Context: an optimization exercise on an open-source flow, tuned for small area and a short achievable clock period. The choices shown serve that exercise and are no tape-out recipe.
Function was checked by simulation only, so behaviour that the tests miss may differ from the original.
Power is estimated from default activity; no workload was simulated.

==> flow/design.v <==
module output_fifo (clk, reset, data_in, wr_en, capacity, AXIS_TDATA, AXIS_TVALID, AXIS_TREADY);
	parameter OUTW=32, DEPTH=64;
	localparam LOGDEPTH=$clog2(DEPTH);
	input clk, reset, wr_en, AXIS_TREADY;
	input [OUTW-1:0] data_in;
	output logic [OUTW-1:0] AXIS_TDATA;
	output logic AXIS_TVALID;
	output logic [($clog2(DEPTH+1))-1:0] capacity;
	logic [OUTW-1:0] sh [0:DEPTH-2];
	logic [OUTW-1:0] dq;          
	logic wq;                     
	logic [LOGDEPTH-1:0] r;       
	logic mz;                     
	logic [7:0] hi, lo;           
	wire pop = AXIS_TVALID & AXIS_TREADY;
	wire load = pop | ~AXIS_TVALID;       
	wire inc = wr_en & ~pop;
	wire dec = pop & ~wr_en;
	always_ff @(posedge clk) begin
		dq <= data_in;
		if (wq) begin
			sh[0] <= dq;
			for (int i = 1; i < DEPTH-1; i++)
				sh[i] <= sh[i-1];
		end
	end
	logic [OUTW-1:0] grp [0:7];
	logic [OUTW-1:0] rd;
	always_comb begin
		for (int g = 0; g < 8; g++) begin
			grp[g] = {OUTW{1'b0}};
			for (int j = 0; j < 8; j++)
				if (g*8+j < DEPTH-1)
					grp[g] = grp[g] | ({OUTW{lo[j]}} & sh[g*8+j]);
		end
		rd = {OUTW{1'b0}};
		for (int g = 0; g < 8; g++)
			rd = rd | ({OUTW{hi[g]}} & grp[g]);
		if (mz)
			rd = wq ? dq : data_in;
	end
	always_ff @(posedge clk)
		if (reset)
			AXIS_TDATA <= '0;
		else if (load)
			AXIS_TDATA <= rd;
	logic [LOGDEPTH-1:0] r_n;
	logic mz_n;
	logic up, dn;
	always_comb begin
		dn = load & ~mz;                  
		up = wq & ~(load & mz);           
		r_n = r;
		mz_n = mz;
		if (up & ~dn) begin
			r_n = r + 1'b1;
			mz_n = 1'b0;
		end else if (dn & ~up) begin
			r_n = r - 1'b1;
			mz_n = (r == 0);
		end
	end
	always_ff @(posedge clk) begin
		if (reset) begin
			capacity <= DEPTH;
			AXIS_TVALID <= 1'b0;
			wq <= 1'b0;
			r <= '1;
			mz <= 1'b1;
			hi <= 8'd0;
			lo <= 8'd0;
		end else begin
			if (inc) begin
				capacity <= capacity - 1'b1;
				AXIS_TVALID <= 1'b1;
			end else if (dec) begin
				capacity <= capacity + 1'b1;
				AXIS_TVALID <= ~mz | wq;
			end
			wq <= wr_en & ~(load & mz & ~wq);
			r <= r_n;
			mz <= mz_n;
			hi <= mz_n ? 8'd0 : (8'd1 << r_n[5:3]);
			lo <= mz_n ? 8'd0 : (8'd1 << r_n[2:0]);
		end
	end
endmodule
==> flow/run.sh <==
#!/bin/bash
# synth_recipe.tcl (not shown) runs the flow's synth.tcl, then flattens the netlist and writes it again
# the make line also repeats each setting of config.mk as NAME=value (left out here)
make -C /OpenROAD-flow-scripts/flow DESIGN_CONFIG=/design/flow/config.mk WORK_HOME=/design/flow/orfs CLKGATE_MAP_FILE= SYNTH_SCRIPT=/design/flow/synth_recipe.tcl finish
==> flow/config.mk <==
export PLATFORM = sky130hd
export DESIGN_NAME = output_fifo
export DESIGN_NICKNAME = output_fifo
export VERILOG_FILES = /design/flow/design.v
export SDC_FILE = /design/flow/constraint.sdc
export NUM_CORES = 4
export LEC_CHECK = 0
export CAP_MARGIN = 20
export CORE_MARGIN = 2
export CORE_UTILIZATION = 65
export CTS_CLUSTER_DIAMETER = 90
export CTS_CLUSTER_SIZE = 24
export SETUP_SLACK_MARGIN = 3.2
export SLEW_MARGIN = 20
export TNS_END_PERCENT = 5
==> flow/constraint.sdc <==
create_clock -name core_clock -period 5.5 [get_ports {clk}]
set_input_delay 1.1000 -clock core_clock [delete_from_list [all_inputs] [get_ports {clk}]]
set_output_delay 1.1000 -clock core_clock [all_outputs]
set_load 0.01 [all_outputs]
==> impl_metrics.json, run 1 <==
{
  "syn_area_per_cell_sq_um": 18.9,
  "syn_nets": 4057,
  "met3_length_mm": 19.7,
  "cts_hold_buf": 0,
  "p_switching_mw": 5.21,
  "final_nets": 4066,
  "drv_slew": 0,
  "highest_layer": "met5",
  "fmax_mhz": 424,
  "core_area_sq_um": 116000,
  "cts.clk_slew.worst_paths_ps": 100,
  "clk_latency_ps": 720,
  "cts_tree": "built",
  "drt_iter0_markers": 6169,
  "crit_required_ps": 6130,
  "power_mw": 26.7,
  "first_pass_iters": 6,
  "antenna_found_initial": 7,
  "fin_tns_setup_ps": 0,
  "max_slew_margin": 0.246,
  "worst_pin_slew_ps": 1130,
  "gp_congestion": 0.801,
  "power_leakage_nw": 24.4,
  "r2r_start": "lo[6]$_SDFF_PP0_",
  "drt-wirelength-per-cell_microns": 32.7,
  "layout-drive-gt1-share": 0.0935,
  "routed-via-count": 41700,
  "power.density_nw_per_um2": 326,
  "ios": 76,
  "netlist_area_sq_um": 75700,
  "ant_nets": 0,
  "grt_pass1_vias": 40800,
  "synth_async_sr_flop_share": 0,
  "synth_edf_count": 2016,
  "irDropWorstVdd_uv": 273,
  "io_buffers": 75,
  "hpwlAfterDp_mm": 90.2,
  "ys_seq_area_frac": 0.825,
  "status": "complete, no violations",
  "drt_wl_total_mm": 182,
  "fill_cells": 6937,
  "grt_first_pass_wirelength_mm": 268,
  "switching_share": 0.195,
  "synthTopCellsByArea": "edfxtp_1, a22oi_1, dfxtp_1",
  "critical_path_class": "flop to flop",
  "synth_cell_types": 53,
  "whs_ps": 433,
  "place_area_sq_um": 78100,
  "critPathLaunchType": "flop",
  "ys.flop_type": "edfxtp_1",
  "via_per_inst": 7.49,
  "grtUsageTotal": 0.300,
  "root_buffer": "clkbuf_16",
  "layout_commonest_cell": "edfxtp_1",
  "worstSetupEndpointType": "flop",
  "synth-seq-cells": 2112,
  "internal_power_mw": 21.5,
  "rows": 125,
  "start_util": 0.653,
  "layout_common_cells": "edfxtp_1, a22oi_1, nand4_1",
  "finalHoldViolCount": 0,
  "hold_class": "flop to flop",
  "pwr-share-comb": 0.019,
  "grt_max_degree": 219,
  "setup_viol": 0,
  "syn_to_final_growth_pct": 7.95,
  "h-tree-depth": 3,
  "grt_overflow": 0,
  "die_x_microns": 345,
  "clockBufferDepth": 3,
  "holdCritStartpoint": "dq[23]$_DFF_P_",
  "final_area_sq_um": 81700,
  "netlist_instances": 4011,
  "drc": 0,
  "grt_setup_unrepaired": "true",
  "crit_path_start": "lo[6]$_SDFF_PP0_",
  "min_period_ps": 2360,
  "met1_length_mm": 74.7,
  "yosysWarnings": 3,
  "yosysTopAreaCellShare": 0.800,
  "cp_max_fo": 54,
  "die_area_sq_um": 119000,
  "numClockSinks": 2112,
  "skew_ps": 29.8,
  "drv_cap": 0,
  "rrSetupSlack_ps": 3140,
  "post-route-period-util": 0.429,
  "clkPwrFrac": 0.302,
  "die_y_microns": 345,
  "numCtsBuffers": 98,
  "synth_top_area_cell": "edfxtp_1",
  "cp.arrival_ps": 3000,
  "route.met2.wl_mm": 83.8,
  "p_seq_frac": 0.678
}
## power by group through the flow
stage	clock network [mW]	registers (mW)	logic [mW]
2_1_floorplan	0	18.7	0.161
3_3_place_gp	0	18.4	0.465
3_5_place_dp	0	18.4	0.490
4_1_cts	8.23	18.1	0.508
5_1_grt	8.72	18.1	0.557
6_report	8.06	18.1	0.512
## worst paths after layout
kind,endpoint,depth (start not counted)
max reg2reg,AXIS_TDATA[28]$_SDFFE_PP0N_,6
max,AXIS_TDATA[28]$_SDFFE_PP0N_,6
min reg2reg,sh[0][23]$_DFFE_PP_,0
min,sh[0][23]$_DFFE_PP_,0
## through the flow
step                      instances   util  setup WS (ps)
after floorplan                4011      -         -11890
after global placement         5400  0.674           1740
after detailed placement       5400  0.674           1550
after CTS                      5564  0.704           3120
after global routing           5569  0.705           3070
final                          5569  0.705           3140
## critical path, stage by stage, from the launching register on
cell     delay [ps]
dfxtp_4         750
buf_8           490
a22oi_1         130
nand4_1         150
a22oi_1         110
and4_2          400
o22ai_1         190
## layout make-up
cell class / instances / area [sq um] / area share
Antenna cell: 1 / 2.50 / 0.0000306
Clock buffer: 122 / 2660 / 0.0325
Clock inverter: 2 / 38.8 / 0.000475
Inverter: 10 / 37.5 / 0.000459
Multi-Input combinational cell: 1622 / 12200 / 0.150
Sequential cell: 2112 / 62600 / 0.766
Tap cell: 1524 / 1910 / 0.0233
Timing Repair Buffer: 176 / 2260 / 0.0277
## registers in the layout (all words and copies together), names as in the netlist
register     cells
mz               1
capacity         7
sh            2016
r                6
dq              32
AXIS_TDATA      32
AXIS_TVALID      1
wq               1
lo               8
hi               8
## cells in the mapped netlist, drive strengths merged, types with 13 or more instances
cell	n
nand2	17
o22ai	32
a22oi	1120
mux2	33
a222oi	32
nand4	224
and4	32
edfxtp	2016
nand3	35
clkbuf	97
dfxtp	96
nor2	13
buf	171
## kinds of logic (layout without fill, tap and decap cells)
family / count (synthesis) / after routing / share of synthesized area
buffers and inverters: 278 / 310 / 0.0163
XOR/XNOR: 12 / 12 / 0.00139
AO/OA/AOI/OAI: 1205 / 1205 / 0.120
AND/OR/NAND/NOR: 358 / 359 / 0.0296
flip-flops: 2112 / 2112 / 0.825
other: 0 / 1 / 0
multiplexers: 36 / 36 / 0.00531
adder cells (fa/ha/maj): 10 / 10 / 0.00175
## routing by layer
metal  global-route usage  vias to the layer above
met5                    0                        -
met1                0.463                    21700
met3               0.0591                      259
met2                0.452                     2796
met4               0.0689                        4
li1                     -                    17000
## repair_timing
| item | CTS | global route |
|---|---|---|
| resized for setup | 288 | 7 |
| buffers inserted | 33 | 2 |
| hold endpoints to repair | 0 | 0 |
| cloned | 7 | 1 |
| setup endpoints to repair | 1785 | 483 |
| pin swaps | 3 | 3 |
==> run 2, diff against run 1 <==
==> flow/flow/run.sh (new file) <==
#!/bin/bash
set -euo pipefail
bash standard.sh MATCH_CELL_FOOTPRINT=0 finish > standard_make.log 2>&1
==> flow/standard.sh (new file) <==
#!/bin/bash
# synth_recipe.tcl (not shown) runs the flow's synth.tcl, then flattens the netlist and writes it again
# the make line also repeats each setting of config.mk as NAME=value (left out here)
make -C /OpenROAD-flow-scripts/flow DESIGN_CONFIG=/design/flow/config.mk WORK_HOME=/design/flow/orfs CLKGATE_MAP_FILE= SYNTH_SCRIPT=/design/flow/synth_recipe.tcl "${@:-finish}"
removed: flow/run.sh
==> impl_metrics.json, run 2 <==
{
  "status": "complete, no violations",
  "die_area_sq_um": 119000,
  "synth_cell_types": 53,
  "die_x_microns": 345,
  "fmax_mhz": 429,
  "cts.clk_slew.worst_paths_ps": 100,
  "clkPwrFrac": 0.302,
  "synth_top_area_cell": "edfxtp_1",
  "layout_commonest_cell": "edfxtp_1",
  "p_seq_frac": 0.679,
  "synth_commonest_cells": "edfxtp_1, a22oi_1, nand4_1",
  "cp.arrival_ps": 2900,
  "use_met1": 0.463,
  "crit_slowest_cell": "dfxtp_4",
  "drt_iter0_markers": 6336,
  "core_area_sq_um": 116000,
  "final_area_sq_um": 81600,
  "syn_nets": 4057,
  "ys.flop_type": "edfxtp_1",
  "synth-seq-cells": 2112,
  "layout-drive-gt1-share": 0.0923,
  "synth_edf_count": 2016,
  "regMostFlops": "sh",
  "place_ws_ps": 1550,
  "hold_class": "flop to flop",
  "cp_cell_sequence": "buf_12 -> a222oi_1 -> nand3_1 -> a22oi_1 -> and4_1 -> o22ai_1",
  "drt-wirelength-per-cell_microns": 32.6,
  "grt_setup_unrepaired": "true",
  "netlist_instances": 4011,
  "layout_common_cells": "edfxtp_1, a22oi_1, nand4_1",
  "ys_seq_area_frac": 0.825,
  "grt_max_degree": 219,
  "gp_congestion": 0.801,
  "netlist_area_sq_um": 75700,
  "pwr-share-comb": 0.019,
  "grt_use_met2": 0.448,
  "clockBufferDepth": 3,
  "drc": 0,
  "grt_pass1_vias": 40800,
  "drv_cap": 0,
  "crit_required_ps": 6070,
  "final_nets": 4064,
  "irDropWorstVdd_uv": 276,
  "ios": 76,
  "grt_overflow": 0,
  "io_buffers": 75,
  "drv_slew": 0,
  "power_mw": 26.7,
  "p_switching_mw": 5.21,
  "via_per_inst": 7.48,
  "finalHoldViolCount": 0,
  "synth_async_sr_flop_share": 0,
  "critPathLaunchType": "flop",
  "antenna_found_initial": 5,
  "yosysTopAreaCellShare": 0.800,
  "setup_viol": 0,
  "cp_max_fo": 55,
  "ant_nets": 0,
  "fin_tns_setup_ps": 0,
  "grt_first_pass_wirelength_mm": 268,
  "synth.most_common_cell": "edfxtp_1",
  "rows": 125,
  "critical_path_class": "flop to flop",
  "syn_to_final_growth_pct": 7.86,
  "syn_area_per_cell_sq_um": 18.9,
  "cts_hold_buf": 0,
  "numClockSinks": 2112,
  "h-tree-depth": 3,
  "routed-via-count": 41600,
  "grtUsageMet3": 0.0603,
  "reg_top3": "sh: 2016 flops, AXIS_TDATA: 32 flops, dq: 32 flops",
  "fill_cells": 6951,
  "whs_ps": 430,
  "cpPeakStageDelay_ps": 490,
  "root_buffer": "clkbuf_16",
  "switching_share": 0.195,
  "worst_slack_ps": 3170,
  "internal_power_mw": 21.5,
  "largest_reg_flops": 2016,
  "worst_pin_slew_ps": 1070,
  "numCtsBuffers": 98,
  "place_area_sq_um": 78100,
  "start_util": 0.653,
  "synthTopCellsByArea": "edfxtp_1, a22oi_1, dfxtp_1",
  "grtUsageTotal": 0.300,
  "post-route-util": 0.704,
  "placed_cells": 5400,
  "cts_tree": "built",
  "power.density_nw_per_um2": 327,
  "skew_ps": 28.2,
  "post-route-period-util": 0.424,
  "yosysWarnings": 3,
  "hpwlAfterDp_mm": 90.2,
  "grt-busiest-layer": "met1",
  "worstSetupEndpointType": "flop",
  "power_leakage_nw": 24.4,
  "die_y_microns": 345,
  "drt_wl_total_mm": 182,
  "min_period_ps": 2330,
  "max_slew_margin": 0.284,
  "final_cell_count_no_fill": 5567,
  "first_pass_iters": 9,
  "clk_latency_ps": 720
}
[run 2: critical path: cells and delay by family, from the launching register on]
kind	cells	cell delay, ps
AOI/OAI and AO/OA	3	800
buffers and inverters	1	280
and+or+nand+nor	2	570
DFF	1	490
[run 2: final cells by class]
| class | count | area (sq um) | share of cell area |
|---|---|---|---|
| Inverter | 10 | 37.5 | 0.000460 |
| Timing Repair Buffer | 174 | 2190 | 0.0269 |
| Antenna cell | 1 | 2.50 | 0.0000307 |
| Tap cell | 1524 | 1910 | 0.0234 |
| Clock buffer | 122 | 2660 | 0.0326 |
| Clock inverter | 2 | 38.8 | 0.000475 |
| Multi-Input combinational cell | 1622 | 12200 | 0.150 |
| Sequential cell | 2112 | 62600 | 0.766 |
[run 2: worst paths after layout]
check	from	to	slack, ps	cells past startpoint
worst max-delay path	lo[1]$_SDFF_PP0_	AXIS_TDATA[29]$_SDFFE_PP0N_	3170	6
worst min-delay path	dq[23]$_DFF_P_	sh[0][23]$_DFFE_PP_	430	0
worst max register to register	lo[1]$_SDFF_PP0_	AXIS_TDATA[29]$_SDFFE_PP0N_	3170	6
worst min register to register	dq[23]$_DFF_P_	sh[0][23]$_DFFE_PP_	430	0
[run 2: cells by family (layout without fill, tap and decap cells)]
logic type | count (synthesis) | in the layout | share of synthesized area
AOI/OAI and AO/OA | 1205 | 1205 | 0.120
other | 0 | 1 | 0
buffers and inverters | 278 | 308 | 0.0163
and+or+nand+nor | 358 | 359 | 0.0296
DFF | 2112 | 2112 | 0.825
xor gates and xnor gates | 12 | 12 | 0.00139
muxes | 36 | 36 | 0.00531
adders and majority gates | 10 | 10 | 0.00175
[run 2: what timing repair did]
action / CTS / global route
resized for setup: 240 / 10
setup buffers: 29 / 4
gates cloned: 7 / 1
setup endpoints to repair: 1785 / 493
pin swaps: 4 / 2
[run 2: power by group through the flow]
| stage | Clock [mW] | Combinational, mW | Sequential (mW) |
|---|---|---|---|
| finish | 8.06 | 0.506 | 18.1 |
| global placement | 0 | 0.465 | 18.4 |
| CTS | 8.23 | 0.503 | 18.1 |
| detailed placement | 0 | 0.490 | 18.4 |
| global route | 8.72 | 0.551 | 18.1 |
| floorplan | 0 | 0.161 | 18.7 |
[run 2: per-layer routing]
| metal | up-vias | part of all wire |
|---|---|---|
| met5 | - | 0.00015 |
| met4 | 4 | 0.022 |
| met3 | 243 | 0.11 |
| met2 | 2746 | 0.46 |
| met1 | 21600 | 0.41 |
| li1 | 17000 | - |
==> run 3, diff against run 2 <==
==> flow/flow/run.sh (replaced) <==
#!/bin/bash
set -euo pipefail
bash standard.sh MATCH_CELL_FOOTPRINT=0 \
  "CTS_ARGS=-sink_clustering_enable -repair_clock_nets -sink_clustering_size 24 -sink_clustering_max_diameter 90 -dont_use_dummy_load" \
  finish > standard_make.log 2>&1
--- a/flow/config.mk
+++ b/flow/config.mk
@@ -10,6 +10,6 @@
 export CORE_UTILIZATION = 65
 export CTS_CLUSTER_DIAMETER = 90
 export CTS_CLUSTER_SIZE = 24
-export SETUP_SLACK_MARGIN = 3.2
+export SETUP_SLACK_MARGIN = 3.35
 export SLEW_MARGIN = 20
 export TNS_END_PERCENT = 5
==> impl_metrics.json, run 3 <==
{
  "yosysTopAreaCellShare": 0.800,
  "ys_seq_area_frac": 0.825,
  "start_util": 0.653,
  "io_buffers": 75,
  "worst-path-buf-inv": 1,
  "worst_pin_slew_ps": 1090,
  "ys.flop_type": "edfxtp_1",
  "syn_to_final_growth_pct": 8.15,
  "largest_reg_flops": 2016,
  "numCtsBuffers": 98,
  "drt-wirelength-per-cell_microns": 33.3,
  "crit_required_ps": 4400,
  "clockBufferDepth": 3,
  "crit_path_start": "AXIS_TDATA[10]$_SDFFE_PP0N_",
  "antennaDiodeCount": 0,
  "drt_wl_total_mm": 185,
  "r2r_start": "lo[0]$_SDFF_PP0_",
  "fmax_mhz": 433,
  "fill_cells": 6934,
  "regMostFlops": "sh",
  "clk_latency_ps": 710,
  "finalHoldViolCount": 0,
  "crit_slowest_cell": "dfxtp_2",
  "cp_top_family": "flip-flops",
  "netlist_area_sq_um": 75700,
  "ios": 76,
  "first_pass_iters": 6,
  "cp_cell_sequence": "buf_6",
  "min_period_ps": 2310,
  "cts_tree": "built",
  "cts_hold_buf": 0,
  "power.density_nw_per_um2": 322,
  "whs_ps": 410,
  "post-route-period-util": 0.420,
  "status": "complete, no violations",
  "worstSetupEndpointType": "primary output",
  "drt_iter0_markers": 6523,
  "synth_async_sr_flop_share": 0,
  "drc": 0,
  "critical_path_class": "flop to primary output",
  "grt_max_degree": 219,
  "routed-via-count": 42100,
  "irDropWorstVdd_uv": 269,
  "via_per_inst": 7.56,
  "grt_pass1_vias": 41100,
  "setup_viol": 0,
  "layout_common_cells": "edfxtp_1, a22oi_1, nand4_1",
  "antenna_found_initial": 6,
  "hpwlAfterDp_mm": 90.2,
  "hold_class": "flop to flop",
  "skew_ps": 56.7,
  "synth.most_common_cell": "edfxtp_1",
  "crit_cells": 1,
  "drv_cap": 0,
  "max_slew_margin": 0.274,
  "syn_nets": 4057,
  "die_area_sq_um": 119000,
  "drv_slew": 0,
  "crit_end": "AXIS_TDATA[10]",
  "cp_max_fo": 2,
  "cp.arrival_ps": 1210,
  "layout-drive-gt1-share": 0.101,
  "reg2reg_to": "AXIS_TDATA[29]$_SDFFE_PP0N_",
  "h-tree-depth": 3,
  "grt_setup_unrepaired": "true",
  "grtUsageTotal": 0.306,
  "synthTopCellsByArea": "edfxtp_1, a22oi_1, dfxtp_1",
  "netlist_instances": 4011,
  "r2r_cells": 8,
  "rows": 125,
  "synth_edf_count": 2016,
  "rrSetupSlack_ps": 3240,
  "reg_top3": "sh: 2016 flops, AXIS_TDATA: 32 flops, dq: 32 flops",
  "synth_commonest_cells": "edfxtp_1, a22oi_1, nand4_1",
  "die_y_microns": 345,
  "layout_commonest_cell": "edfxtp_1",
  "synth_top_area_cell": "edfxtp_1",
  "grt_first_pass_wirelength_mm": 272,
  "gp_congestion": 0.801,
  "cts.clk_slew.worst_paths_ps": 90,
  "ant_nets": 0,
  "synth-seq-cells": 2112,
  "die_x_microns": 345,
  "grt_overflow": 0,
  "core_area_sq_um": 116000,
  "cpPeakStageDelay_ps": 380,
  "power_leakage_nw": 24.5,
  "fin_tns_setup_ps": 0,
  "root_buffer": "clkbuf_16",
  "synth_cell_types": 53,
  "critPathLaunchType": "flop",
  "final_nets": 4092,
  "syn_area_per_cell_sq_um": 18.9,
  "yosysWarnings": 3,
  "numClockSinks": 2112
}
run 3: area by class of cell:
| type | count | area (sq um) | share of cell area |
|---|---|---|---|
| clock buffer | 98 | 2450 | 0.0300 |
| inverter | 10 | 37.5 | 0.000459 |
| timing repair buffer | 202 | 2610 | 0.0318 |
| multi-input combinational | 1622 | 12300 | 0.150 |
| tap | 1524 | 1910 | 0.0233 |
| sequential | 2112 | 62600 | 0.765 |
run 3: worst min-delay path by stage:
| stage | startpoint | end | cells past startpoint |
|---|---|---|---|
| 5_1_grt | sh[40][31]$_DFFE_PP_ | sh[41][31]$_DFFE_PP_ | 0 |
| 2_1_floorplan | dq[0]$_DFF_P_ | sh[0][0]$_DFFE_PP_ | 0 |
| 3_3_place_gp | dq[21]$_DFF_P_ | sh[0][21]$_DFFE_PP_ | 0 |
| 6_report | sh[40][31]$_DFFE_PP_ | sh[41][31]$_DFFE_PP_ | 0 |
| 4_1_cts | sh[40][31]$_DFFE_PP_ | sh[41][31]$_DFFE_PP_ | 0 |
| 3_5_place_dp | dq[21]$_DFF_P_ | sh[0][21]$_DFFE_PP_ | 0 |
run 3: cells by family (layout without fill, tap and decap cells):
kind of cell    after synthesis  count (layout)  share of synthesized area
buf+inv                     278             310                     0.0163
simple gates                358             359                     0.0296
mux                          36              36                    0.00531
xor+xnor                     12              12                    0.00139
compound gates             1205            1205                      0.120
fa+ha+maj                    10              10                    0.00175
flops                      2112            2112                      0.825
run 3: report_power, final:
group          total, mW  switching, mW  leakage (nW)  internal (mW)
Combinational      0.517          0.334          4.25          0.183
Clock               7.75           4.57          1.21           3.18
Sequential          18.1          0.226          19.1           17.9
Total               26.4           5.13          24.5           21.2
run 3: metrics by stage:
step	utilization	area [sq um]	power [mW]	worst slack, ps	std cells
2_1_floorplan	-	75900	18.9	-11890	4011
3_3_place_gp	0.674	78100	18.9	1740	5400
3_5_place_dp	0.674	78100	18.9	1550	5400
4_1_cts	0.706	81800	26.5	3160	5565
5_1_grt	0.706	81900	27.1	3160	5568
6_report	0.706	81900	26.4	3190	5568
run 3: layer usage:
| layer | vias to the layer above | global-route usage | part of all wire |
|---|---|---|---|
| met5 | - | 0 | 0.00015 |
| met4 | 4 | 0.0761 | 0.024 |
| met3 | 253 | 0.0637 | 0.12 |
| met2 | 2957 | 0.454 | 0.45 |
| met1 | 21900 | 0.473 | 0.41 |
| li1 | 17000 | - | - |
run 3: what timing repair did:
| action | CTS | global route |
|---|---|---|
| cloned | 13 | 0 |
| pin swaps | 8 | 1 |
| gates resized for setup | 280 | 11 |
| setup endpoints to repair | 2014 | 184 |
| buffers inserted | 54 | 2 |
==> run 4, diff against run 3 <==
--- a/flow/design.v
+++ b/flow/design.v
@@ -12,6 +12,7 @@
 	logic [LOGDEPTH-1:0] r;       
 	logic mz;                     
 	logic [7:0] hi, lo;           
+	logic [($clog2(DEPTH+1))-1:0] cap_m1, cap_p1;    
 	wire pop = AXIS_TVALID & AXIS_TREADY;
 	wire load = pop | ~AXIS_TVALID;       
 	wire inc = wr_en & ~pop;
@@ -63,6 +64,8 @@
 	always_ff @(posedge clk) begin
 		if (reset) begin
 			capacity <= DEPTH;
+			cap_m1 <= DEPTH-1;
+			cap_p1 <= DEPTH+1;
 			AXIS_TVALID <= 1'b0;
 			wq <= 1'b0;
 			r <= '1;
@@ -71,10 +74,14 @@
 			lo <= 8'd0;
 		end else begin
 			if (inc) begin
-				capacity <= capacity - 1'b1;
+				capacity <= cap_m1;
+				cap_m1 <= cap_m1 - 1'b1;
+				cap_p1 <= capacity;
 				AXIS_TVALID <= 1'b1;
 			end else if (dec) begin
-				capacity <= capacity + 1'b1;
+				capacity <= cap_p1;
+				cap_p1 <= cap_p1 + 1'b1;
+				cap_m1 <= capacity;
 				AXIS_TVALID <= ~mz | wq;
 			end
 			wq <= wr_en & ~(load & mz & ~wq);
==> impl_metrics.json, run 4 <==
{
  "status": "complete, no violations",
  "crit_slowest_cell": "nand4_1",
  "synth_async_sr_flop_share": 0,
  "grt_overflow": 0,
  "final_cell_count_no_fill": 5701,
  "hold_depth": 0,
  "start_util": 0.655,
  "reg2reg_to": "AXIS_TDATA[30]$_SDFFE_PP0N_",
  "synthMuxAreaShare": 0.00539,
  "numClockSinks": 2126,
  "die_x_microns": 346,
  "synth_edf_count": 2016,
  "synth.most_common_cell": "edfxtp_1",
  "root_buffer": "clkbuf_16",
  "cp.arrival_ps": 3180,
  "yosys.area_share.xor_xnor": 0.00104,
  "antenna_found_initial": 8,
  "synthAdderAreaFrac": 0.000987,
  "r2r_cells": 7,
  "grt_max_degree": 207,
  "setup_viol": 0,
  "drc": 0,
  "final_nets": 4218,
  "critical_path_class": "flop to flop",
  "netlist_instances": 4096,
  "grt_setup_unrepaired": "true",
  "drv_cap": 0,
  "synth-compound-area-share": 0.123,
  "post-route-period-util": 0.473,
  "gp_congestion": 0.820,
  "irDropWorstVdd_uv": 236,
  "seq_area_sq_um": 62900,
  "drt-wirelength-per-cell_microns": 33.6,
  "reg_top3": "sh: 2016 flops, AXIS_TDATA: 32 flops, dq: 32 flops",
  "cpPeakStageDelay_ps": 610,
  "cts_tree": "built",
  "layout-drive-gt1-share": 0.113,
  "die_y_microns": 346,
  "placed_cells": 5492,
  "synth_top_family_by_area": "compound AO/OA/AOI/OAI gates",
  "cp_max_fo": 13,
  "layout_commonest_cell": "edfxtp_1",
  "ys.flop_type": "edfxtp_1",
  "routed-via-count": 43200,
  "critPathLaunchType": "flop",
  "numCtsBuffers": 98,
  "whs_endpoint": "sh[23][16]$_DFFE_PP_",
  "holdCritStartpoint": "sh[22][16]$_DFFE_PP_",
  "clkPwrFrac": 0.296,
  "grt_pass1_vias": 42500,
  "p_seq_frac": 0.684,
  "rrSetupSlack_ps": 2900,
  "pwr-share-comb": 0.020,
  "ios": 76,
  "p_switching_mw": 5.15,
  "cts.clk_slew.worst_paths_ps": 100,
  "grtUsageTotal": 0.315,
  "r2r_start": "lo[0]$_SDFF_PP0_",
  "fin_tns_setup_ps": 0,
  "fmax_mhz": 384,
  "syn_to_final_growth_pct": 9.62,
  "synthSimpleGateAreaFrac": 0.0302,
  "synthTopCellsByArea": "edfxtp_1, a22oi_1, dfxtp_1",
  "power.density_nw_per_um2": 316,
  "internal_power_mw": 21.2,
  "syn_area_per_cell_sq_um": 18.6,
  "largest_reg_flops": 2016,
  "cp_top_family": "compound AO/OA/AOI/OAI gates",
  "worst_pin_slew_ps": 1080,
  "yosysWarnings": 3,
  "yosysTopAreaCellShare": 0.796,
  "drv_slew": 0,
  "synth_cell_types": 53,
  "hpwlAfterDp_mm": 91.2,
  "core_area_sq_um": 116000,
  "crit_required_ps": 6070,
  "max_slew_margin": 0.282,
  "power_leakage_nw": 23.7,
  "synth_commonest_cells": "edfxtp_1, a22oi_1, nand4_1",
  "finalHoldViolCount": 0,
  "clockBufferDepth": 3,
  "synth_top_area_cell": "edfxtp_1",
  "worst_slack_ps": 2900,
  "die_area_sq_um": 120000,
  "whs_ps": 427,
  "first_pass_iters": 7,
  "switching_share": 0.195,
  "ant_nets": 0,
  "worstSetupEndpointType": "flop",
  "drt_wl_total_mm": 192,
  "ys_seq_area_frac": 0.825,
  "skew_ps": 47.3,
  "worst-path-buf-inv": 2,
  "rows": 125,
  "h-tree-depth": 3,
  "synth-seq-cells": 2126,
  "io_buffers": 75,
  "place_ws_ps": 1780,
  "drt_iter0_markers": 6924,
  "min_period_ps": 2600,
  "clk_latency_ps": 720,
  "cp_cell_sequence": "buf_16 -> buf_4 -> a22oi_1 -> nand4_1 -> a22oi_1 -> nand4_1 -> o2bb2ai_2",
  "syn_nets": 4138,
  "via_per_inst": 7.58,
  "layout_common_cells": "edfxtp_1, a22oi_1, nand4_1",
  "grt_first_pass_wirelength_mm": 280,
  "fill_cells": 6844,
  "netlist_area_sq_um": 76100,
  "hold_class": "flop to flop",
  "multi_input_area_sq_um": 12600,
  "regMostFlops": "sh"
}
-- run 4: cell types whose count changed after synthesis, sizes merged, moves of 14 or more --
cell	change
clkbuf	+153
o21ai	+14
dfxtp	+14
o2bb2ai	+32
buf	-143
o22ai	-27
nor2	+15
nand4	+32
and4	-31
-- run 4: per-layer routing --
layer,GRT usage,share of wire,up-vias
met2,0.476,0.46,3173
met1,0.464,0.39,22200
li1,-,-,17500
met5,0,0.00034,-
met4,0.0948,0.030,10
met3,0.0749,0.12,352
-- run 4: power by group through the flow --
stage | Sequential, mW | Clock, mW | Combinational [mW]
2_1_floorplan | 18.7 | 0 | 0.148
3_3_place_gp | 18.4 | 0 | 0.449
3_5_place_dp | 18.4 | 0 | 0.479
4_1_cts | 18.1 | 7.95 | 0.525
5_1_grt | 18.1 | 8.45 | 0.578
6_report | 18.1 | 7.80 | 0.534
-- run 4: how the worst max path moves through the flow --
| stage | startpoint | end | slack (ps) | cells past startpoint |
|---|---|---|---|---|
| 2_1_floorplan | wq$_SDFF_PP0_ | AXIS_TDATA[22]$_SDFFE_PP0N_ | -10710 | 5 |
| 3_3_place_gp | AXIS_TREADY | lo[0]$_SDFF_PP0_ | 1910 | 7 |
| 3_5_place_dp | AXIS_TREADY | lo[0]$_SDFF_PP0_ | 1780 | 7 |
| 4_1_cts | lo[0]$_SDFF_PP0_ | AXIS_TDATA[30]$_SDFFE_PP0N_ | 3110 | 6 |
| 5_1_grt | lo[0]$_SDFF_PP0_ | AXIS_TDATA[30]$_SDFFE_PP0N_ | 3010 | 6 |
| 6_report | lo[0]$_SDFF_PP0_ | AXIS_TDATA[30]$_SDFFE_PP0N_ | 2900 | 7 |
-- run 4: layout make-up --
type | instances | share of cell area
multi-input cells | 1688 | 0.151
repair buffers | 255 | 0.0425
well taps | 1524 | 0.0229
flip-flops and latches | 2126 | 0.754
inverters | 7 | 0.000360
clock buffers | 98 | 0.0294
diodes | 3 | 0.0000900
-- run 4: cells by family (layout without fill, tap and decap cells) --
logic type | after synthesis | count (layout)
AOI/OAI and AO/OA | 1244 | 1245
xor gates and xnor gates | 9 | 9
adders and majority gates | 6 | 6
buffers and inverters | 285 | 360
DFF | 2126 | 2126
muxes | 37 | 37
other | 0 | 3
and+or+nand+nor | 389 | 391
-- run 4: timing repair --
item                                     CTS  global route
buffers inserted                          60            10
gates cloned                              36             2
pin swaps                                 45            24
resized for setup                        297            17
hold buffers                               0             0
endpoints found under the setup margin  1552           894
-- run 4: metrics by stage --
step                 util  total power, mW  cell area, sq um
floorplan               -             18.9             76200
global placement    0.677             18.8             78700
finish              0.718             26.4             83400
global route        0.718             27.1             83400
detailed placement  0.677             18.9             78700
CTS                 0.716             26.5             83200
==> run 5, diff against run 4 <==
==> flow/flow/run.sh (replaced) <==
#!/bin/bash
set -euo pipefail
bash standard.sh MATCH_CELL_FOOTPRINT=0 \
  "CTS_ARGS=-sink_clustering_enable -repair_clock_nets -sink_clustering_size 27 -sink_clustering_max_diameter 95 -dont_use_dummy_load" \
  finish > standard_make.log 2>&1
--- a/flow/config.mk
+++ b/flow/config.mk
@@ -8,8 +8,8 @@
 export CAP_MARGIN = 20
 export CORE_MARGIN = 2
 export CORE_UTILIZATION = 65
-export CTS_CLUSTER_DIAMETER = 90
-export CTS_CLUSTER_SIZE = 24
-export SETUP_SLACK_MARGIN = 3.35
+export CTS_CLUSTER_DIAMETER = 95
+export CTS_CLUSTER_SIZE = 27
+export SETUP_SLACK_MARGIN = 3.3
 export SLEW_MARGIN = 20
 export TNS_END_PERCENT = 5
==> impl_metrics.json, run 5 <==
{
  "status": "complete, no violations",
  "start_util": 0.655,
  "synth-seq-cells": 2126,
  "io_buffers": 75,
  "antennaDiodeCount": 0,
  "cts_hold_buf": 0,
  "ys_seq_area_frac": 0.825,
  "synth.most_common_cell": "edfxtp_1",
  "p_seq_frac": 0.694,
  "cts.clk_slew.worst_paths_ps": 100,
  "regMostFlops": "sh",
  "die_x_microns": 346,
  "layout_common_cells": "edfxtp_1, a22oi_1, nand4_1",
  "grt_max_degree": 207,
  "netlist_area_sq_um": 76100,
  "die_area_sq_um": 120000,
  "synth_commonest_cells": "edfxtp_1, a22oi_1, nand4_1",
  "cts_tree": "built",
  "via_per_inst": 7.59,
  "rrSetupSlack_ps": 3030,
  "rows": 125,
  "clkPwrFrac": 0.285,
  "finalHoldViolCount": 0,
  "clk_latency_ps": 710,
  "critical_path_class": "flop to flop",
  "reg2reg_to": "AXIS_TDATA[15]$_SDFFE_PP0N_",
  "synth_async_sr_flop_share": 0,
  "grt_overflow": 0,
  "grtUsageTotal": 0.306,
  "core_area_sq_um": 116000,
  "min_period_ps": 2470,
  "holdCritStartpoint": "dq[21]$_DFF_P_",
  "power_mw": 26.0,
  "numCtsBuffers": 88,
  "internal_power_mw": 20.9,
  "worstSetupEndpointType": "flop",
  "final_nets": 4198,
  "syn_area_per_cell_sq_um": 18.6,
  "whs_endpoint": "sh[0][21]$_DFFE_PP_",
  "crit_required_ps": 6070,
  "hold_class": "flop to flop",
  "worst_pin_slew_ps": 1090,
  "netlist_instances": 4096,
  "place_area_sq_um": 78700,
  "cp.arrival_ps": 3040,
  "first_pass_iters": 9,
  "layout-drive-gt1-share": 0.104,
  "fin_tns_setup_ps": 0,
  "h-tree-depth": 3,
  "ys.flop_type": "edfxtp_1",
  "grt_setup_unrepaired": "true",
  "setup_viol": 0,
  "gp_congestion": 0.820,
  "die_y_microns": 346,
  "drc": 0,
  "final_area_sq_um": 82900,
  "skew_ps": 32.3,
  "yosysWarnings": 3,
  "max_slew_margin": 0.273,
  "pwr-share-comb": 0.020,
  "drv_slew": 0,
  "root_buffer": "clkbuf_16",
  "synthTopCellsByArea": "edfxtp_1, a22oi_1, dfxtp_1",
  "switching_share": 0.195,
  "syn_to_final_growth_pct": 8.95,
  "hpwlAfterDp_mm": 91.2,
  "power.density_nw_per_um2": 314,
  "drv_cap": 0,
  "antenna_found_initial": 5,
  "cp_max_fo": 50,
  "r2r_start": "lo[6]$_SDFF_PP0_",
  "drt_iter0_markers": 6632,
  "drt-wirelength-per-cell_microns": 33.4,
  "reg_top3": "sh: 2016 flops, AXIS_TDATA: 32 flops, dq: 32 flops",
  "numClockSinks": 2126,
  "whs_ps": 435,
  "ios": 76,
  "grt_pass1_vias": 42300,
  "largest_reg_flops": 2016,
  "post-route-period-util": 0.449,
  "drt_wl_total_mm": 190,
  "clockBufferDepth": 3,
  "r2r_cells": 6,
  "grt_first_pass_wirelength_mm": 275,
  "layout_commonest_cell": "edfxtp_1",
  "synth_top_area_cell": "edfxtp_1",
  "critPathLaunchType": "flop",
  "routed-via-count": 43100,
  "p_switching_mw": 5.07,
  "power_leakage_nw": 23.5,
  "ant_nets": 0,
  "yosysTopAreaCellShare": 0.796,
  "syn_nets": 4138,
  "fmax_mhz": 405,
  "hold_depth": 0,
  "synth_edf_count": 2016,
  "irDropWorstVdd_uv": 248,
  "synth_cell_types": 53
}
[run 5: worst max-delay path, stage by stage (launching register included)]
cell and delay (ps):
dfxtp_4 450, buf_16 210, a22oi_1 250, nand4_1 150, a22oi_1 270, nand4_1 580
o2bb2ai_2 320
[run 5: routing by layer]
layer  wire length (microns)  GRT usage  vias up
li1                        -          -    17400
met4                    5090     0.0887        2
met1                   74400      0.455    22300
met3                   22600     0.0681      301
met5                      11          0        -
met2                   87600      0.465     3145
[run 5: power groups by stage]
| stage | combinational [mW] | sequential [mW] | clock, mW |
|---|---|---|---|
| 6_report | 0.527 | 18.1 | 7.42 |
| 5_1_grt | 0.569 | 18.1 | 8.03 |
| 4_1_cts | 0.520 | 18.1 | 7.55 |
| 3_5_place_dp | 0.479 | 18.4 | 0 |
| 3_3_place_gp | 0.449 | 18.4 | 0 |
| 2_1_floorplan | 0.148 | 18.7 | 0 |
[run 5: worst max-delay path by stage]
stage / startpoint / endpoint / cells after the start
6_report: lo[6]$_SDFF_PP0_ / AXIS_TDATA[15]$_SDFFE_PP0N_ / 6
5_1_grt: lo[0]$_SDFF_PP0_ / AXIS_TDATA[15]$_SDFFE_PP0N_ / 7
4_1_cts: wq$_SDFF_PP0_ / sh[40][26]$_DFFE_PP_ / 2
3_5_place_dp: AXIS_TREADY / lo[0]$_SDFF_PP0_ / 7
3_3_place_gp: AXIS_TREADY / lo[0]$_SDFF_PP0_ / 7
2_1_floorplan: wq$_SDFF_PP0_ / AXIS_TDATA[22]$_SDFFE_PP0N_ / 5
[run 5: cell families after synthesis]
logic type	share of synthesized area
buffers and inverters	0.0144
AOI/OAI and AO/OA	0.123
muxes	0.00539
adders and majority gates	0.000987
and+or+nand+nor	0.0302
xor gates and xnor gates	0.00104
DFF	0.825
[run 5: per-stage QoR]
step	utilization	worst slack, ps	instances
2_1_floorplan	-	-10710	4096
3_3_place_gp	0.677	1910	5492
3_5_place_dp	0.677	1780	5492
4_1_cts	0.709	3080	5657
5_1_grt	0.713	2990	5678
6_report	0.713	3030	5678
[run 5: area by class of cell]
type                    instances  area [sq um]
clock buffers                  88          2200
fillers                      6921         33300
inverters                       7          30.0
multi-input cells            1688         12500
flip-flops and latches       2126         62900
well taps                    1524          1910
repair buffers                245          3380
[run 5: repair_timing]
| item | CTS | global route |
|---|---|---|
| gates cloned | 27 | 9 |
| buffers inserted | 50 | 12 |
| gates resized for setup | 261 | 32 |
| pin swaps | 28 | 36 |
| setup endpoints to repair | 1300 | 1048 |
==> run 6, diff against run 5 <==
--- a/flow/design.v
+++ b/flow/design.v
@@ -12,7 +12,6 @@
 	logic [LOGDEPTH-1:0] r;       
 	logic mz;                     
 	logic [7:0] hi, lo;           
-	logic [($clog2(DEPTH+1))-1:0] cap_m1, cap_p1;    
 	wire pop = AXIS_TVALID & AXIS_TREADY;
 	wire load = pop | ~AXIS_TVALID;       
 	wire inc = wr_en & ~pop;
@@ -64,8 +63,6 @@
 	always_ff @(posedge clk) begin
 		if (reset) begin
 			capacity <= DEPTH;
-			cap_m1 <= DEPTH-1;
-			cap_p1 <= DEPTH+1;
 			AXIS_TVALID <= 1'b0;
 			wq <= 1'b0;
 			r <= '1;
@@ -74,14 +71,10 @@
 			lo <= 8'd0;
 		end else begin
 			if (inc) begin
-				capacity <= cap_m1;
-				cap_m1 <= cap_m1 - 1'b1;
-				cap_p1 <= capacity;
+				capacity <= capacity - 1'b1;
 				AXIS_TVALID <= 1'b1;
 			end else if (dec) begin
-				capacity <= cap_p1;
-				cap_p1 <= cap_p1 + 1'b1;
-				cap_m1 <= capacity;
+				capacity <= capacity + 1'b1;
 				AXIS_TVALID <= ~mz | wq;
 			end
 			wq <= wr_en & ~(load & mz & ~wq);
==> impl_metrics.json, run 6 <==
{
  "synth.most_common_cell": "edfxtp_1",
  "netlist_instances": 4011,
  "cp_top_family": "flip-flops",
  "grt_max_degree": 219,
  "met3_length_mm": 23.8,
  "met1_length_mm": 72.2,
  "root_buffer": "clkbuf_16",
  "finalHoldViolCount": 0,
  "layout_commonest_cell": "edfxtp_1",
  "worst_pin_slew_ps": 1090,
  "ant_nets": 0,
  "grt_first_pass_wirelength_mm": 267,
  "critical_path_class": "flop to primary output",
  "rows": 125,
  "grt_overflow": 0,
  "r2r_cells": 6,
  "whs_ps": 402,
  "irDropWorstVdd_uv": 284,
  "syn_to_final_growth_pct": 7.44,
  "antennaDiodeCount": 0,
  "crit_cells": 1,
  "fmax_mhz": 432,
  "drv_cap": 0,
  "gp_congestion": 0.801,
  "clockBufferDepth": 3,
  "drt_wl_total_mm": 182,
  "min_period_ps": 2310,
  "yosysTopAreaCellShare": 0.800,
  "multi_input_area_sq_um": 12200,
  "syn_area_per_cell_sq_um": 18.9,
  "numClockSinks": 2112,
  "worst-path-buf-inv": 1,
  "die_area_sq_um": 119000,
  "skew_ps": 51.3,
  "syn_nets": 4057,
  "route.met2.wl_mm": 82.4,
  "fill_cells": 6984,
  "reg_top3": "sh: 2016 flops, AXIS_TDATA: 32 flops, dq: 32 flops",
  "synth_async_sr_flop_share": 0,
  "netlist_area_sq_um": 75700,
  "drv_slew": 0,
  "status": "complete, no violations",
  "post-route-period-util": 0.420,
  "crit_required_ps": 4400,
  "regMostFlops": "sh",
  "grtUsageTotal": 0.301,
  "cts.clk_slew.worst_paths_ps": 100,
  "cp_cell_sequence": "buf_6",
  "grt_pass1_vias": 40600,
  "drt-wirelength-per-cell_microns": 32.9,
  "worst_slack_ps": 3190,
  "ys.flop_type": "edfxtp_1",
  "ys_seq_area_frac": 0.825,
  "numCtsBuffers": 88,
  "synth_top_area_cell": "edfxtp_1",
  "io_buffers": 75,
  "layout_common_cells": "edfxtp_1, a22oi_1, nand4_1",
  "power.density_nw_per_um2": 319,
  "setup_viol": 0,
  "final_nets": 4066,
  "worstSetupEndpointType": "primary output",
  "grt_setup_unrepaired": "true",
  "start_util": 0.653,
  "cp_max_fo": 2,
  "hold_class": "flop to flop",
  "largest_reg_flops": 2016,
  "core_area_sq_um": 116000,
  "crit_slowest_cell": "dfxtp_2",
  "post-route-util": 0.702,
  "power_leakage_nw": 24.3,
  "die_y_microns": 345,
  "synth_edf_count": 2016,
  "die_x_microns": 345,
  "routed-via-count": 41300,
  "layout-drive-gt1-share": 0.0918,
  "cp.arrival_ps": 1210,
  "hpwlAfterDp_mm": 90.2,
  "yosysWarnings": 3,
  "antenna_found_initial": 7,
  "cts_hold_buf": 0,
  "seq_area_sq_um": 62600,
  "critPathLaunchType": "flop",
  "drc": 0,
  "cpPeakStageDelay_ps": 390,
  "max_slew_margin": 0.272,
  "highest_layer": "met5",
  "place_ws_ps": 1550,
  "synth_commonest_cells": "edfxtp_1, a22oi_1, nand4_1",
  "hold_depth": 0,
  "ios": 76,
  "first_pass_iters": 8,
  "cts_tree": "built",
  "synth-seq-cells": 2112,
  "drt_iter0_markers": 5859,
  "via_per_inst": 7.45,
  "h-tree-depth": 3,
  "fin_tns_setup_ps": 0,
  "synth_cell_types": 53,
  "synthTopCellsByArea": "edfxtp_1, a22oi_1, dfxtp_1",
  "clk_latency_ps": 700
}
==> run 6: timing repair <==
item,4_1_cts,5_1_grt
setup endpoints to repair,1989,92
endpoints found under the hold margin,0,0
cloned,9,0
buffers inserted,43,1
resized for setup,223,23
pin swaps,5,1
==> run 6: metal layers <==
metal | GRT usage | vias up
met5 | 0 | -
met4 | 0.0764 | 4
met3 | 0.0957 | 254
met2 | 0.447 | 2659
met1 | 0.439 | 21400
li1 | - | 17000
==> run 6: kinds of logic (layout without fill, tap and decap cells) <==
logic type / Yosys count / after routing / synth area share
AOI/OAI and AO/OA: 1205 / 1205 / 0.120
and+or+nand+nor: 358 / 359 / 0.0296
DFF: 2112 / 2112 / 0.825
xor gates and xnor gates: 12 / 12 / 0.00139
buffers and inverters: 278 / 284 / 0.0163
adders and majority gates: 10 / 10 / 0.00175
muxes: 36 / 36 / 0.00531
==> run 6: area by class of cell <==
class,instances,area share
repair buffers,186,0.0290
well taps,1524,0.0234
flip-flops and latches,2112,0.769
inverters,10,0.000462
clock buffers,88,0.0271
multi-input cells,1622,0.151
==> run 6: final timing paths <==
kind,start,slack (ps),endpoint
worst max-delay path,AXIS_TDATA[10]$_SDFFE_PP0N_,3190,AXIS_TDATA[10]
worst min-delay path,sh[55][31]$_DFFE_PP_,400,sh[56][31]$_DFFE_PP_
worst max register to register,lo[6]$_SDFF_PP0_,3260,AXIS_TDATA[3]$_SDFFE_PP0N_
worst min register to register,sh[55][31]$_DFFE_PP_,400,sh[56][31]$_DFFE_PP_
==> run 6: per-stage QoR <==
| step | cells | power (mW) | area [sq um] |
|---|---|---|---|
| after floorplan | 4011 | 18.9 | 75900 |
| after global placement | 5400 | 18.9 | 78100 |
| after detailed placement | 5400 | 18.9 | 78100 |
| after CTS | 5540 | 26.1 | 81300 |
| after global routing | 5542 | 26.7 | 81300 |
| final | 5542 | 26.0 | 81300 |
==> run 6: power breakdown <==
group          internal [mW]  total (mW)  leakage, nW  switching [mW]
clock                   2.88        7.37         1.08            4.49
combinational          0.172       0.506         4.13           0.334
sequential              17.9        18.1         19.1           0.223
total                   20.9        26.0         24.3            5.04

afterwards: timing with drivers on the ports:
The results above use ideal ports. As a check the final layouts listed here were re-extracted and re-timed, cells and wires unchanged.
Step 1 sets driving cells, clkbuf_16 on the clock port and buf_2 on the other inputs (assumed; they add their load-dependent delay and slew).
Step 2 also shifts input and output timing later by t, the mid clock arrival at the registers, as if the neighbouring blocks saw the same clock.
a / b / c = ideal / step 1 / step 2; a / b = the first two.
run	t (ns)	setup WS [ns]	worst hold slack (ns)	worst register clock-pin slew, ns	cell pins on the clock port's net
run 1	0.794	3.139 / 3.087 / 2.426	0.433 / 0.433 / 0.433	0.10 / 0.10	1
run 2	0.792	3.166 / 3.098 / 2.510	0.430 / 0.430 / 0.430	0.10 / 0.10	1
run 3	0.768	3.190 / 3.109 / 2.541	0.410 / 0.410 / 0.410	0.10 / 0.10	1
run 4	0.776	2.898 / 2.898 / 2.585	0.427 / 0.427 / 0.427	0.10 / 0.10	1
run 5	0.780	3.030 / 3.030 / 2.596	0.435 / 0.435 / 0.435	0.11 / 0.11	1
run 6	0.762	3.188 / 3.107 / 2.578	0.402 / 0.402 / 0.402	0.11 / 0.11	1
After both steps setup and hold are still met in every run listed. The setup slack of run 1, which loses most, moves by -0.052 ns with the drivers and by -0.713 ns with both steps.
